This is an optimization exercise on Yosys and OpenROAD, whose aim is small area, not a production implementation. Function was checked by simulation only, so behaviour that the tests miss may differ from the original. Power figures rest on the tool's default switching activity, not on a simulated workload.

[flow/constraint.sdc]
create_clock -name core_clock -period 10.0 [get_ports {clk}]
set_input_delay 2.0000 -clock core_clock [delete_from_list [all_inputs] [get_ports {clk}]]
set_output_delay 2.0000 -clock core_clock [all_outputs]
set_load 0.01 [all_outputs]
[flow/design.v]
`timescale 1ns/1ps
module temp(clk, rst_n, sda_i, sda_o, sda_oe, scl, out_led, arrange);
    input clk;
    input rst_n;
    input sda_i;
    output sda_o;
    output sda_oe;
    output scl;
    output [7:0] out_led;
    output [7:0] arrange;
    reg [1:0] p;
    reg [2:0] q;
    reg [5:0] d;
    reg [9:0] n;
    reg [1:0] count;
    reg scl, sda_r, sda_link;
    reg [7:0] rd0, rd1;
    wire q4   = q[2] & ~q[1];           
    wire p1   = ~p[1] & p[0];           
    wire p3   = p[1] & ~p[0];           
    wire step = q4 & p3;                
    wire tog  = q4 & p1;                
    wire odd  = scl;                    
    wire d62  = (d == 6'b100000);       
    wire cinc = d62 & p1;               
    wire wrap = (n == 10'd528);
    always @(posedge clk or negedge rst_n)
        if (!rst_n) begin
            p <= 2'b00;
            q <= 3'b000;
            d <= 6'b000001;
            count <= 2'd0;
            scl <= 1'b1;
            n <= 10'd10;
        end else begin
            p <= {p[0], ~p[1]};
            q <= {q[1:0], ~(q[2] | q[1])};
            d <= {d[4:0], d[5] ^ d[4]};
            if (cinc) count <= count + 2'd1;
            if (tog) scl <= ~scl;
            if (step & odd) n <= wrap ? 10'd0 : n + 10'd1;
        end
    always @(posedge clk or negedge rst_n)
        if (!rst_n) begin
            sda_r <= 1'b1;
            sda_link <= 1'b0;
        end else if (step) begin
            if (!odd) begin
                case (n)
                    10'd510: sda_link <= 1'b1;
                    10'd511: sda_r <= 1'b1;
                    10'd512: sda_r <= 1'b0;
                    10'd513: sda_r <= 1'b0;
                    10'd514: sda_r <= 1'b1;
                    10'd515: sda_r <= 1'b0;
                    10'd516: sda_r <= 1'b1;
                    10'd517: sda_r <= 1'b1;
                    10'd518: sda_r <= 1'b1;
                    10'd519: sda_link <= 1'b0;
                    10'd528: begin sda_r <= 1'b0; sda_link <= 1'b1; end
                    10'd0:   sda_link <= 1'b0;
                    10'd8:   begin sda_r <= 1'b1; sda_link <= 1'b1; end
                    10'd9:   sda_r <= 1'b0;
                    default: ;
                endcase
            end else begin
                case (n)
                    10'd509: sda_link <= 1'b0;
                    10'd510: sda_r <= 1'b0;
                    10'd9:   sda_r <= 1'b1;
                    default: ;
                endcase
            end
        end
    wire rd_en = step & odd;
    wire in0 = (n[9:3] == 7'd65);
    wire in1 = (n[9:3] == 7'd0);
    integer k;
    always @(posedge clk or negedge rst_n)
        if (!rst_n) begin
            rd0 <= 8'd0;
            rd1 <= 8'd0;
        end else if (rd_en) begin
            for (k = 0; k < 8; k = k + 1) begin
                if (in0 && n[2:0] == 7 - k) rd0[k] <= sda_i;
                if (in1 && n[2:0] == 7 - k) rd1[k] <= sda_i;
            end
        end
    assign sda_o = sda_r;
    assign sda_oe = sda_link;
    wire [8:0] x = count[1] ? {rd0, rd1[7]} : {1'b0, rd1};
    function [3:0] dstep;    
        input [3:0] t;
        case (t)
            4'd0: dstep = 4'b0000;
            4'd1: dstep = 4'b0001;
            4'd2: dstep = 4'b0010;
            4'd3: dstep = 4'b0011;
            4'd4: dstep = 4'b0100;
            4'd5: dstep = 4'b1000;
            4'd6: dstep = 4'b1001;
            4'd7: dstep = 4'b1010;
            4'd8: dstep = 4'b1011;
            4'd9: dstep = 4'b1100;
            default: dstep = 4'bxxxx;
        endcase
    endfunction
    wire [7:0] y = x[8:1];
    wire [3:0] s5 = dstep({1'b0, y[7:5]});
    wire [3:0] s4 = dstep({s5[2:0], y[4]});
    wire [3:0] s3 = dstep({s4[2:0], y[3]});
    wire [3:0] s2 = dstep({s3[2:0], y[2]});
    wire [3:0] s1 = dstep({s2[2:0], y[1]});
    wire [3:0] s0 = dstep({s1[2:0], y[0]});
    wire [7:0] yq = {4'd0, s3[3], s2[3], s1[3], s0[3]};
    wire [2:0] yr = s0[2:0];
    wire [3:0] dig = count[0] ? yq[3:0] : {yr[2:0], x[0]};
    reg [6:0] seg;
    always @*
        case (dig)
            4'd0: seg = 7'b0000001;
            4'd1: seg = 7'b1001111;
            4'd2: seg = 7'b0010010;
            4'd3: seg = 7'b0000110;
            4'd4: seg = 7'b1001100;
            4'd5: seg = 7'b0100100;
            4'd6: seg = 7'b0100000;
            4'd7: seg = 7'b0001111;
            4'd8: seg = 7'b0000000;
            4'd9: seg = 7'b0001100;
            default: seg = 7'b1111111;
        endcase
    assign out_led = {seg, count != 2'd2};
    assign arrange = ~(8'd1 << count);
endmodule
[flow/flow/abc_map.script]
strash
balance
rewrite
refactor
balance
rewrite
rewrite -z
balance
refactor -z
rewrite -z
balance
dch -f
amap
topo
[flow/flow/run.sh]
#!/bin/bash
# Own layout flow: the standard ORFS flow, with one change in synthesis:
# the final ABC technology mapping uses an area-oriented script (flow/abc_map.script)
# instead of ORFS's abc_area/abc_speed script. Everything else (registers, their
# names and cells, flattening, renaming, floorplan, placement, CTS, routing) is the
# standard flow, run through standard.sh.
set -euo pipefail
work=$(pwd)
abc_script=$work/flow/abc_map.script
{
    head -n 1 synth_recipe.tcl
    cat <<TCL
proc abc {args} {
    set i [lsearch -exact \$args -script]
    if {\$i >= 0} { set args [lreplace \$args [expr {\$i + 1}] [expr {\$i + 1}] $abc_script] }
    yosys abc {*}\$args
}
TCL
    tail -n +2 synth_recipe.tcl
} > own_synth.tcl
bash standard.sh SYNTH_SCRIPT=$work/own_synth.tcl finish > flow_make.log 2>&1
cp orfs/logs/*/temp/base/1_2_yosys.log synth_yosys.log 2>/dev/null || true
[flow/standard.sh]
#!/bin/bash
# synth_recipe.tcl (not shown) runs the flow's synth.tcl, then flattens the netlist and writes it again
# the make line also repeats each setting of config.mk as NAME=value (left out here)
make -C /OpenROAD-flow-scripts/flow DESIGN_CONFIG=/design/flow/config.mk WORK_HOME=/design/flow/orfs CLKGATE_MAP_FILE= SYNTH_SCRIPT=/design/flow/synth_recipe.tcl "${@:-finish}"
[flow/config.mk]
export PLATFORM = sky130hd
export DESIGN_NAME = temp
export DESIGN_NICKNAME = temp
export VERILOG_FILES = /design/flow/design.v
export SDC_FILE = /design/flow/constraint.sdc
export NUM_CORES = 4
export LEC_CHECK = 0
export ABC_AREA = 1
export CAP_MARGIN = 20
export CORE_MARGIN = 2
export CORE_UTILIZATION = 40
export SLEW_MARGIN = 20
==> flow_summary.toml, run 1 <==
[status]
status = "timing/DRC/antenna clean"

[floorplan]
core_um2 = 5991
row_count = 28
initial_core_util = 0.4211
die_w_um = 83.41
pin_count = 22
dieArea_um2 = 6957
die-height_um = 83.41

[timing]
fmax_ghz = 0.1262
hold_slack_ns = 0.3637
timing.final.crit_share = 0.7923
setup_slack_ns = 2.077
fin_skew_ns = 0.004996
drv_slew = 0
rsz0062_at_grt = "false"
slew_headroom = 0.3835
worst_pin_slew_ns = 0.9248
tns_ns = 0
setup_viol = 0
post-route-min-period_ns = 7.923
hold_viol = 0

[setup_path]
setup.worst_path.end = "out_led[3]"
worstSetupPathType = "flip-flop to output port"
r2r-start = "q[1]$_DFF_PN0_"
timing.rr.end = "n[8]$_DFFE_PN0P_"
cp.required_ns = 8.00
cp_max_fo = 12
reg2reg_slack_ns = 7.45
worst_r2r_path_depth = 8
cp-startpoint = "count[1]$_DFFE_PN0P_"
cp-start-kind = "flip-flop"
cp.arrival_ns = 5.92
end_kind = "output port"

[global_routing]
first_global_vias = 2070
grt_max_degree = 43
track_usage = 0.1592
grt_pass1_wl_mm = 9.301
antenna_found_initial = 0
grt_overflow = 0

[drt]
drcViolationCount = 0
dr_total_vias = 2218
routedWlPerCell_um = 12.91
firstDrtPassIters = 4
maxUsedRoutingLayer = "met4"
final_antenna_net_count = 0
drt-initial-drc-count = 96
wl_met2_mm = 2.519
routed_wl_mm = 5.384
m1WireLength_mm = 2.656
routed_via_density = 5.319
wl_met3_um = 144

[clocking]
htreeDepth = 2
cts_setup_buffers = 0
clkTransAtPathRegs_ns = 0.08
hold_buffers = 0
numCtsBuffers = 5
cts.sinks = 42
post_cts_resized = 0
cts_buffer_depth = 2
cts_root_buf = "clkbuf_8"
clk_latency_ns = 0.30
cts_tree = "built"

[cells_and_area]
n_antenna_cell = 0
final_common_cell = "nor2_1"
syn2layout_area_growth_pct = 14.98
drive_gt1_frac = 0.04386
nets = 360
layout_common_cells = "nor2_1, clkinv_1, dfrtp_1"
fin_cells = 417

[yosys]
ys_ff_latch = 42
ys_types = 31
seq_area_frac_synth = 0.4191
netlist_area_um2 = 2522
ys.warnings.count = 1
syn_inst = 318
syn_area_per_cell_um2 = 7.932

[place]
globalplace.congestion = 0.8527
io_buffers = 17
dpl_worst_slack_ns = 2.411
dp_cells = 409
dp_hpwl_mm = 3.924

[pwr]
leakage_nw = 1.115
ir_worst_vdd_mv = 0.07465
p_total_mw = 0.3431
power_per_cell_area_nw_per_um2 = 118.3

[job]
drv_cap = 0

[hold_path]
hold_path_class = "flip-flop to flip-flop"
layout make-up:
| cell class | instances | area [um^2] |
|---|---|---|
| sequential | 42 | 1057 |
| multi-input combinational | 233 | 1285 |
| clock buffer | 5 | 68.82 |
| fill | 578 | 3090 |
| timing repair buffer | 18 | 172.7 |
| clock inverter | 3 | 68.82 |
| tap | 75 | 93.84 |
| inverter | 41 | 153.9 |
layer usage:
metal | GRT usage | vias up
met5 | 0 | -
met4 | 0.04839 | 0
met3 | 0.02386 | 6
met2 | 0.2676 | 44
met1 | 0.2124 | 1009
li1 | - | 1159
cells in the mapped netlist (all sizes together):
master,instances,area [um^2]
a311oi,1,8.760
or2,5,31.28
or4,1,7.510
ha,16,200.2
nor3,8,40.04
or3,3,18.77
nand4,1,6.260
o21ai,30,150.1
dfstp,5,131.4
a221o,1,10.01
nor4b,2,17.52
nand3,10,50.05
a21oi,27,135.1
o21a,3,22.52
conb,1,3.750
dfrtp,37,925.9
nand2b,1,6.260
nor4bb,1,10.01
nor2,61,229.0
nor2b,2,12.51
a31oi,4,25.02
o32ai,5,43.79
o22ai,17,106.4
buf,5,37.54
nor4,3,18.77
nand2,23,86.33
o221ai,1,8.760
a211oi,1,7.510
clkinv,41,153.9
a22o,1,8.760
a41oi,1,8.760
critical path, stage by stage, from the launching register on:
cell,delay (ns)
dfrtp_1,0.56
clkinv_1,0.34
o22ai_1,0.27
o21ai_0,0.15
or2_0,0.22
a31oi_1,0.27
nor2_1,0.06
o21ai_0,0.26
nand2_1,0.08
o21ai_0,0.12
nor2_1,0.09
nand3_1,0.08
o21ai_0,0.19
nor3_1,0.32
clkinv_1,0.12
o21ai_0,0.32
clkinv_1,0.13
o21ai_0,0.14
clkinv_1,0.14
o32ai_1,0.30
clkinv_1,0.25
ha_1,0.24
nor2b_1,0.13
or2_0,0.22
o21ai_0,0.08
clkdlybuf4s50_1,0.55
report_power, final:
group          internal, mW  switching [mW]  total [mW]
logic               0.00357         0.00818      0.0118
registers             0.170        0.000224       0.170
clock network         0.100          0.0611       0.161
through the flow:
step / utilization / area (um^2)
2_1_floorplan: - / 2534
3_3_place_gp: 0.4612 / 2763
3_5_place_dp: 0.4612 / 2763
4_1_cts: 0.4841 / 2900
5_1_grt: 0.4841 / 2900
6_report: 0.4841 / 2900
cell families (layout without fill, tap and decap cells):
family	count (synthesis)	in the layout	share of synthesized area
other	1	4	0.001487
buffers and inverters	46	67	0.07590
adders and majority gates	16	16	0.07936
AOI/OAI and AO/OA	92	92	0.2123
DFF	42	42	0.4191
and+or+nand+nor	121	121	0.2118
worst min-delay path by stage:
stage | startpoint | to | slack, ns | cells after the start
after detailed placement | q[0]$_DFF_PN0_ | q[1]$_DFF_PN0_ | 0.34 | 0
after global routing | q[0]$_DFF_PN0_ | q[1]$_DFF_PN0_ | 0.38 | 0
after floorplan | q[0]$_DFF_PN0_ | q[1]$_DFF_PN0_ | 0.33 | 0
after CTS | q[0]$_DFF_PN0_ | q[1]$_DFF_PN0_ | 0.37 | 0
final | q[0]$_DFF_PN0_ | q[1]$_DFF_PN0_ | 0.36 | 0
after global placement | q[0]$_DFF_PN0_ | q[1]$_DFF_PN0_ | 0.34 | 0
sequential cells by signal (all words and copies together), names as in the netlist:
name      count
count         2
d             6
n            10
p             2
q             3
rd0           8
rd1           8
scl           1
sda_link      1
sda_r         1
==> run 2, diff against run 1 <==
==> flow/run.sh (new file) <==
#!/bin/bash
# synth_recipe.tcl (not shown) runs the flow's synth.tcl, then flattens the netlist and writes it again
# the make line also repeats each setting of config.mk as NAME=value (left out here)
make -C /OpenROAD-flow-scripts/flow DESIGN_CONFIG=/design/flow/config.mk WORK_HOME=/design/flow/orfs CLKGATE_MAP_FILE= SYNTH_SCRIPT=/design/flow/synth_recipe.tcl finish
removed: flow/flow/run.sh
removed: flow/flow/abc_map.script
removed: flow/standard.sh
==> flow_summary.toml, run 2 <==
[status]
status = "timing/DRC/antenna clean"

[setup_path]
critPathBufInv = 5
worstSetupPathType = "flip-flop to output port"
cp_max_fo = 17
cp_num_cells = 25
r2r-start = "q[1]$_DFF_PN0_"
worst_r2r_path_depth = 9
setup.worst_path.end = "out_led[1]"
cpPeakStageDelay_ns = 0.67
reg2reg_slack_ns = 7.86
crit_slowest_cell = "dfrtp_1"
crit_top_cell = "nand2_1"
cp_top_family = "simple AND/OR/NAND/NOR gates"
cp-start-kind = "flip-flop"
cp-startpoint = "count[1]$_DFFE_PN0P_"
timing.rr.end = "rd0[3]$_DFFE_PN0P_"
end_kind = "output port"
cp.arrival_ns = 3.97
cp.required_ns = 8.00

[global_routing]
grt_pass1_wl_mm = 10.01
use_met3 = 0.02678
grtUsageMet1 = 0.2059
met2_usage = 0.2673
antenna_found_initial = 0
busiest_layer = "met2"
first_global_vias = 2265
grt_overflow = 0
grt_max_degree = 43
track_usage = 0.1577

[pwr]
leakage_nw = 1.538
switchingPower_mw = 0.06763
p_total_mw = 0.2975
power_switching_share = 0.2273
p_seq_frac = 0.572
power_per_cell_area_nw_per_um2 = 91.11
p_int_mw = 0.2299
ir_worst_vdd_mv = 0.06785
p_clk_frac = 0.380
comb_power_share = 0.048

[cells_and_area]
final_core_util = 0.4576
nets = 422
reg_top3 = "n: 10 flops, rd0: 8 flops, rd1: 8 flops"
n_fill_cell = 729
n_antenna_cell = 0
syn2layout_area_growth_pct = 11.97
final_common_cell = "nand2_1"
design_area_um2 = 3266
largest_reg_flops = 10
drive_gt1_frac = 0.1733
layout_common_cells = "nand2_1, inv_1, dfrtp_1"
fin_cells = 503
regMostFlops = "n"

[timing]
setup_viol = 0
rsz0062_at_grt = "false"
post-route-min-period_ns = 5.971
hold_slack_ns = 0.3558
drv_slew = 0
slew_headroom = 0.3926
fmax_ghz = 0.1675
timing.final.crit_share = 0.5971
fin_skew_ns = 0.006340
worst_pin_slew_ns = 0.9110
setup_slack_ns = 4.029
hold_viol = 0
tns_ns = 0

[yosys]
syn_inst = 385
synthTopCellsByArea = "dfrtp_1, nand2_1, inv_1"
seq_area_frac_synth = 0.3625
yosys.area.top_type_share = 0.3175
yosys-top-cells-count = "nand2_1, inv_1, dfrtp_1"
ys.flop_type = "dfrtp_1"
synth_top_cell_by_area = "dfrtp_1"
ys_types = 36
synthArstFlopShare = 1.000
ys.warnings.count = 1
syn_area_per_cell_um2 = 7.575
ys_ff_latch = 42
netlist_area_um2 = 2917
synth_edf_count = 0
synth_most_common_cell = "nand2_1"

[drt]
drcViolationCount = 0
firstDrtPassIters = 4
routedWlPerCell_um = 11.45
routed_via_density = 4.865
final_antenna_net_count = 0
dr_total_vias = 2447
routed_wl_mm = 5.758
drt-initial-drc-count = 95

[floorplan]
initial_core_util = 0.4087
die_w_um = 89.39
pin_count = 22
die-height_um = 89.39
core_um2 = 7137
row_count = 31
dieArea_um2 = 7991

[clocking]
clkTransAtPathRegs_ns = 0.08
numCtsBuffers = 5
cts_buffer_depth = 2
post_cts_resized = 0
cts_root_buf = "clkbuf_8"
hold_buffers = 0
cts_tree = "built"
htreeDepth = 2
clk_latency_ns = 0.29
cts_setup_buffers = 0
cts.sinks = 42

[hold_path]
hold_path_class = "flip-flop to flip-flop"
whs_path_depth = 0

[job]
drv_cap = 0

[place]
dpl_worst_slack_ns = 4.342
io_buffers = 17
dp_hpwl_mm = 4.382
globalplace.congestion = 0.9139
dpl_cell_area_um2 = 3171
dp_cells = 495
[run 2: layout make-up]
class                           count  area [um^2]  area share
Clock inverter                      2        12.51    0.003831
Multi-Input combinational cell    269         1562      0.4782
Sequential cell                    42         1057      0.3238
Timing Repair Buffer               19        180.2     0.05517
Tap cell                           99        123.9     0.03793
Clock buffer                        6        82.58     0.02529
Inverter                           66        247.7     0.07586
[run 2: cells by family after synthesis]
logic type	share of synthesized area
other	0.001286
and+or+nand+nor	0.3175
buffers and inverters	0.1081
xor gates and xnor gates	0.01802
AOI/OAI and AO/OA	0.1240
DFF	0.3625
adders and majority gates	0.06864
[run 2: metal layers]
metal / wire, um / share of wire / vias to the layer above
met5: 0 / 0 / -
met4: 89 / 0.015 / 0
met3: 172 / 0.030 / 9
met2: 2728 / 0.47 / 36
met1: 2768 / 0.48 / 1124
li1: - / - / 1278
[run 2: worst min-delay path by stage]
stage / from / end
3_3_place_gp: q[0]$_DFF_PN0_ / q[1]$_DFF_PN0_
5_1_grt: q[0]$_DFF_PN0_ / q[1]$_DFF_PN0_
2_1_floorplan: q[0]$_DFF_PN0_ / q[1]$_DFF_PN0_
6_report: q[0]$_DFF_PN0_ / q[1]$_DFF_PN0_
3_5_place_dp: q[0]$_DFF_PN0_ / q[1]$_DFF_PN0_
4_1_cts: q[0]$_DFF_PN0_ / q[1]$_DFF_PN0_
[run 2: power groups by stage]
stage | Clock (mW) | Sequential (mW) | Combinational (mW)
floorplan | 0 | 0.173 | 0.00922
global placement | 0 | 0.173 | 0.0147
detailed placement | 0 | 0.173 | 0.0147
CTS | 0.118 | 0.170 | 0.0148
global route | 0.123 | 0.170 | 0.0167
finish | 0.113 | 0.170 | 0.0143

-- afterwards: timing with drivers on the ports --
The results above use ideal ports. As a check the final layouts listed here were re-extracted and re-timed, cells and wires unchanged.
Step 1 sets driving cells, clkbuf_16 on the clock port and buf_2 on the other inputs (assumed; they add their load-dependent delay and slew).
Step 2 moves the port delays by t, midway between the first and last clock arrival at a register: inputs arrive t later, outputs are due t later. That takes back most of the time a late clock gives input paths.
Three values: no drivers, after step 1, after step 2; two values: the first two.
| run | t, ns | setup WS [ns] | worst slew at a driven data input, ns |
|---|---|---|---|
| run 1 | 0.322 | 2.077 / 2.053 / 2.375 | 0.03 |
| run 2 | 0.319 | 4.029 / 4.002 / 4.321 | 0.03 |
After both steps every run listed still meets setup and hold.
